What follows belongs to an exercise in optimizing a design on an open flow for small area, a short achievable clock period and few clock cycles; a production flow would make more cautious choices.
Function was checked by simulation only, so behaviour that the tests miss may differ from the original.
Power and IR drop assume default switching activity.

## run 1
==> flow/design.v (excerpt) <==
module cpu(
           input        clk,
           input        reset,
           input        prog_we,     
           input  [3:0] prog_addr,   
           input  [7:0] prog_data,   
           output [7:0] out,
           output       out_valid,   
           output       halt_o);
Size: ~640 cells after synthesis, roughly 170 flip-flops, roughly 25 I/O pins, roughly 0.0090 mm² of cells after synthesis.
export LEC_CHECK = 0
export CAP_MARGIN = 20
export CORE_MARGIN = 2
export CORE_UTILIZATION = 40
export PLACE_DENSITY = 0.68
export SETUP_SLACK_MARGIN = 2.2
export SLEW_MARGIN = 20
export TNS_END_PERCENT = 5
create_clock -name core_clock -period 4.5 [get_ports {clk}]
standard.sh (not shown) runs the stock make flow with config.mk's settings and CLKGATE_MAP_FILE= SYNTH_SCRIPT=/design/flow/synth_recipe.tcl, a recipe that flattens the netlist after the stock synthesis.
==> flow/flow/run.sh <==
#!/bin/bash
# Standard layout (standard synthesis unchanged), with these ORFS settings changed:
# - port buffers are sky130_fd_sc_hd__buf_2 instead of the default choice
#   (a slow delay cell), every port still gets its buffer;
# - the resizer may change a gate's size to one with another footprint;
# - clock tree synthesis adds no dummy loads.
set -euo pipefail
bash standard.sh MATCH_CELL_FOOTPRINT=0 "BUFFER_PORTS_ARGS=-buffer_cell sky130_fd_sc_hd__buf_2" \
  "CTS_ARGS=-sink_clustering_enable -repair_clock_nets -buf_list {sky130_fd_sc_hd__clkbuf_4 sky130_fd_sc_hd__clkbuf_8} -dont_use_dummy_load" \
  finish > make_finish.log 2>&1
Run 1: full flow OK, the timing, DRC and antenna checks passed
Testbench counts of run 1, summed over its fixed seeds: cycles 34,429.
For run 2, these inputs were changed with respect to run 1:
Settings: swapping 0.68 for 0.75 in PLACE_DENSITY.
Notes after the runs:
[compare] base=run 1 new=run 2: number of stages on the worst hold path held steady; area growth from synthesis to layout fell 0.28 points.
Core utilization: run 2 vs run 1 — no meaningful difference
Going from run 1 to run 2, combinational group share of total power went down; power consumption -about 1.1%; part of the total power dissipated in the clock network +0.2 points; maximum cell stage delay along the critical path saw a decrease.
Setup changes, run 2 to run 3
Settings: CORE_UTILIZATION changed from 40 to 50.
==> comparison <==
Run 3 completed end to end with timing, DRC and antenna clean.
| post-placement cell area | higher: run 2 |
Comparing run 2 against run 3, there is no change at all in area after synthesis.
Looking at post-place setup slack, run 3 sits below run 2.
Compared run 3 against run 2; total non-filler cell area in the finished layout within noise.
[inputs] run 4 vs run 3
Settings: CORE_UTILIZATION: 50 -> 40; GPL_ROUTABILITY_DRIVEN: unset -> 0.
Results
- Run 4 closes out successfully: all stages finished, all timing, DRC and antenna checks passed.
- Row final net count: run 4 lower / run 3 higher
- Taking run 3 as the reference, in run 4 pin count of the biggest net entering global routing went down; number of antenna violations at the first check in global routing did not really move; met1 global-route usage went down; total half-perimeter wirelength after legalization and detailed placement went down.
- Diff run 3 -> run 4: total instance count after detailed placement rose 60, design area about even, area fraction of clock buffers and clock inverters about even, design internal power fell 50 µW.
- The average wire per standard cell reported for run 4 is smaller than that of run 3 by 9.6%.


Starting RTL as in the previous note.
export LEC_CHECK = 0
export CAP_MARGIN = 20
export CORE_MARGIN = 2
export CORE_UTILIZATION = 40
export PLACE_DENSITY = 0.85
export SETUP_SLACK_MARGIN = 2.2
export SLEW_MARGIN = 20
export TNS_END_PERCENT = 5
create_clock -name core_clock -period 4.5 [get_ports {clk}]
Scripts as last shown in full above: flow/flow/run.sh
Testbench counts at the start, summed over its fixed seeds: cycles 34,429.
Change:
- CORE_UTILIZATION: 40 -> 50
- CTS_BUF_LIST: not set -> sky130_fd_sc_hd__clkbuf_4 sky130_fd_sc_hd__clkbuf_8
- PLACE_DENSITY: 0.85 -> not set
Effect: The new run produced a clean layout; clock power rises by about 2%; cell count falls by 4.4%; maximum frequency stays flat; global-route usage rises by 8.1 points; final area barely changes; power rises by 1.7%; via count rises by 0.55%; non-clock buffer count rises by 13; critical path depth falls by 1.
Change:
- CORE_UTILIZATION: 50 -> 40
- CTS_BUF_LIST: sky130_fd_sc_hd__clkbuf_4 sky130_fd_sc_hd__clkbuf_8 -> not set
- PLACE_DENSITY: not set -> 0.75
- SETUP_SLACK_MARGIN: 2.2 -> 2.3
Outcome: Final cell count went up by 5.8%. Total power decreases by 0.49%. Die area came out higher by 24%. Design area increases by 0.91%.

==> port drivers added, routing unchanged <==
The results above use ideal ports. As a check the final layouts listed here were re-extracted and re-timed, cells and wires unchanged.
Step 1 (the two cells are an assumption about what drives the block):
set clk [get_ports {clk}]
set_driving_cell -lib_cell sky130_fd_sc_hd__clkbuf_16 $clk
set_driving_cell -lib_cell sky130_fd_sc_hd__buf_2 [delete_from_list [all_inputs] $clk]
Step 2 adds t to the input delays and takes it off the output delays; t is the mean of the earliest and latest rising clock arrival at the registers after step 1. Input paths then give back, and output paths get back, about the clock's delay inside the block.
Three values: ideal, step 1, step 2; two values: the first two.
run | shift t [ns] | setup WS [ns] | clock arrival spread, ns
run 1 | 0.484 | 2.103 / 2.103 / 1.691 | 0.026 / 0.026
run 2 | 0.485 | 2.104 / 2.104 / 1.662 | 0.037 / 0.037
run 3 | 0.504 | 2.082 / 2.082 / 1.713 | 0.029 / 0.028
run 4 | 0.485 | 2.104 / 2.104 / 1.662 | 0.037 / 0.037
the first run of note 2 | 0.493 | 2.074 / 2.074 / 1.623 | 0.032 / 0.031
the second run of note 2 | 0.494 | 2.072 / 2.072 / 1.691 | 0.041 / 0.040
the third run of note 2 | 0.495 | 2.040 / 2.040 / 1.620 | 0.041 / 0.041
After both steps every run listed still meets setup and hold. The setup slack of the first run of note 2, which loses most, moves by 0.000 ns with the drivers and by -0.451 ns with both steps.
